What follows belongs to an exercise in optimizing a design on an open flow for small area, a short achievable clock period and few clock cycles; a production flow would make more cautious choices.
Only simulation tests tie the RTL to the original design; equivalence was not proved.

==> flow/design.v (excerpt) <==
module softmax #(parameter
	ARITH_TYPE = 1,
	DATA_WIDTH = 32,
	INTEGER = 10,
	FRACTION = 22,
    E=8,
    M=23 )
    (
input  wire                  clk,
input  wire                  reset,
input  wire                  softmax_enable,
input  wire [DATA_WIDTH-1:0] in1,
input  wire [DATA_WIDTH-1:0] in2,
input  wire [DATA_WIDTH-1:0] in3,
input  wire [DATA_WIDTH-1:0] in4,
input  wire [DATA_WIDTH-1:0] max_input,
output wire [DATA_WIDTH-1:0] softmax_out_1,
output wire [DATA_WIDTH-1:0] softmax_out_2,
output wire [DATA_WIDTH-1:0] softmax_out_3,
output wire [DATA_WIDTH-1:0] softmax_out_4,
output reg                   softmax_output_ready
    );
Size: about 4,200 cells after synthesis, roughly 230 flip-flops.
Settings: LEC_CHECK=0, ABC_AREA=1, CAP_MARGIN=20, CORE_MARGIN=2, CORE_UTILIZATION=40, PLACE_DENSITY=0.6, SLEW_MARGIN=20, SYNTH_HIERARCHICAL=1, SYNTH_MINIMUM_KEEP_SIZE=0; clock period 15.0 ns.
standard.sh (not shown) runs the stock make flow with config.mk's settings and CLKGATE_MAP_FILE= SYNTH_SCRIPT=/design/flow/synth_recipe.tcl, a recipe that flattens the netlist after the stock synthesis.
==> flow/flow/run.sh <==
#!/bin/bash
# Layout flow: the standard ORFS flow (standard.sh, unchanged) with two
# settings passed on to make:
#  - BUFFER_PORTS_ARGS: every input and output port still gets its buffer, a
#    buf_1 (the smallest buffer) instead of the cell buffer_ports picks.
# make's full output goes to flow_make.log; ORFS keeps each step's log under
# orfs/logs.
set -euo pipefail
MARGIN=$(cat flow/margin.txt)
bash standard.sh "SETUP_SLACK_MARGIN=$MARGIN" \
  "BUFFER_PORTS_ARGS=-buffer_cell sky130_fd_sc_hd__buf_1" finish > flow_make.log 2>&1
==> flow/flow/margin.txt <==
12
The baseline finished clean.
Testbench counts at the start, summed over its fixed seeds: cycles 16,808.
Rerun with:
==> flow/flow/margin.txt (replaced) <==
8
What happened: The changed run completed with no timing, DRC or antenna violations. Routed wire length came out lower by about 12%. Synthesized area stays the same. Synthesized cell count is unchanged. Hold slack hardly moves. Sequential share of layout area came out higher by 1.5 points.


## v3
Another version of the RTL of softmax (not shown whole).
Size: roughly 3900 cells after synthesis, about 230 flip-flops, ~290 I/O pins, about 0.033 mm² of cells after synthesis.
// softmax
module softmax #(parameter
	ARITH_TYPE = 1,
	DATA_WIDTH = 32,
	INTEGER = 10,
	FRACTION = 22,
    E=8,
    M=23 )
    (
input  wire                  clk,
input  wire                  reset,
input  wire                  softmax_enable,
input  wire [DATA_WIDTH-1:0] in1,
input  wire [DATA_WIDTH-1:0] in2,
input  wire [DATA_WIDTH-1:0] in3,
input  wire [DATA_WIDTH-1:0] in4,
input  wire [DATA_WIDTH-1:0] max_input,
output wire [DATA_WIDTH-1:0] softmax_out_1,
output wire [DATA_WIDTH-1:0] softmax_out_2,
output wire [DATA_WIDTH-1:0] softmax_out_3,
output wire [DATA_WIDTH-1:0] softmax_out_4,
output reg                   softmax_output_ready
    );
clock: 15.0 ns
lec_check: 0
abc_area: 1
cap_margin: 20
core_margin: 2
core_utilization: 40
place_density: 0.6
slew_margin: 20
synth_hierarchical: 1
synth_minimum_keep_size: 0
==> flow/flow/margin.txt <==
9
Scripts as last shown in full above: flow/flow/run.sh
v3 reached the end of the flow, and the finished layout is clean on the timing, design-rule and antenna checks.
Testbench counts of v3, summed over its fixed seeds: cycles 16,808.
Setup changes, v3 to v4
- a change of PLACE_DENSITY from 0.6 to 0.5
- a change of CORE_UTILIZATION from 40 to 30
## What came out
- Per the comparison of v4 with v3, max-slew violation count neither gained nor lost much; total global-route track usage lost 4.7 points; count of plain and timing-repair buffers picked up an extra 5.
- Compared with v3, v4 shows via count lower by 0.68%.
- On number of global-route vias before repair, the higher figure sits with v4, not v3.
- First-pass GRT wire length (v4 / v3): 1.05
- On hold-fix buffer count after cts, v4 tracks v3 almost exactly.
- Between v3 and v4, final cell count is higher for v4, v3 comes in under that.
Relative to v4, the following input files were edited for v42:
- changing PLACE_DENSITY from 0.5 to 0.6
- changing CORE_UTILIZATION from 30 to 40
==> flow/flow/margin.txt <==
9.5
==> comparison <==
In v42 the area added between synthesis and finish turned out 2.8 points higher than in v4. Taking v4 as the reference point, the die area of v42 falls by 25%. The cell count in v42 sits 5.9% below the value recorded for v4. v42: full flow OK, the timing, design-rule and antenna checks passed. v4 reached the final stage; the timing, design-rule and antenna checks on its layout passed. Compared with v4, v42 shows a higher effective utilization at floorplan. In v42 the post-route worst setup slack turned out 0.11 ns higher than in v4.

==> static timing again, ports no longer ideal <==
No port has a modelled driver above. Below, the same layouts with a new extraction and two added sets of constraints.
Step 1, drivers: a clkbuf_16 drives clk and a buf_2 each remaining input, both assumed.
Step 2 times the ports against the registers' clock, not the clock port: input delays grow and output delays shrink by t, the midpoint of the rising clock arrivals with the driver on.
Slacks: no drivers / after step 1 / after step 2; pairs: no drivers / after step 1.
| run | shift t [ns] | setup WS [ns] | worst hold slack (ns) | worst slew at a driven data input, ns | cell pins on the clock port's net |
|---|---|---|---|---|---|
| the first run of note 1 | 0.639 | 9.321 / 9.321 / 9.321 | 0.323 / 0.323 / 0.323 | 0.08 | 1 |
| the second run of note 1 | 0.635 | 8.380 / 8.380 / 8.380 | 0.325 / 0.325 / 0.325 | 0.05 | 1 |
| v3 | 0.633 | 9.227 / 9.227 / 9.135 | 0.326 / 0.326 / 0.326 | 0.09 | 1 |
| v4 | 0.649 | 9.198 / 9.198 / 9.056 | 0.327 / 0.327 / 0.327 | 0.07 | 1 |
| v42 | 0.632 | 9.304 / 9.304 / 9.059 | 0.324 / 0.324 / 0.324 | 0.06 | 1 |
After both steps setup and hold are still met in every run listed. The setup slack of v42, which loses most, moves by 0.000 ns with the drivers and by -0.245 ns with both steps.
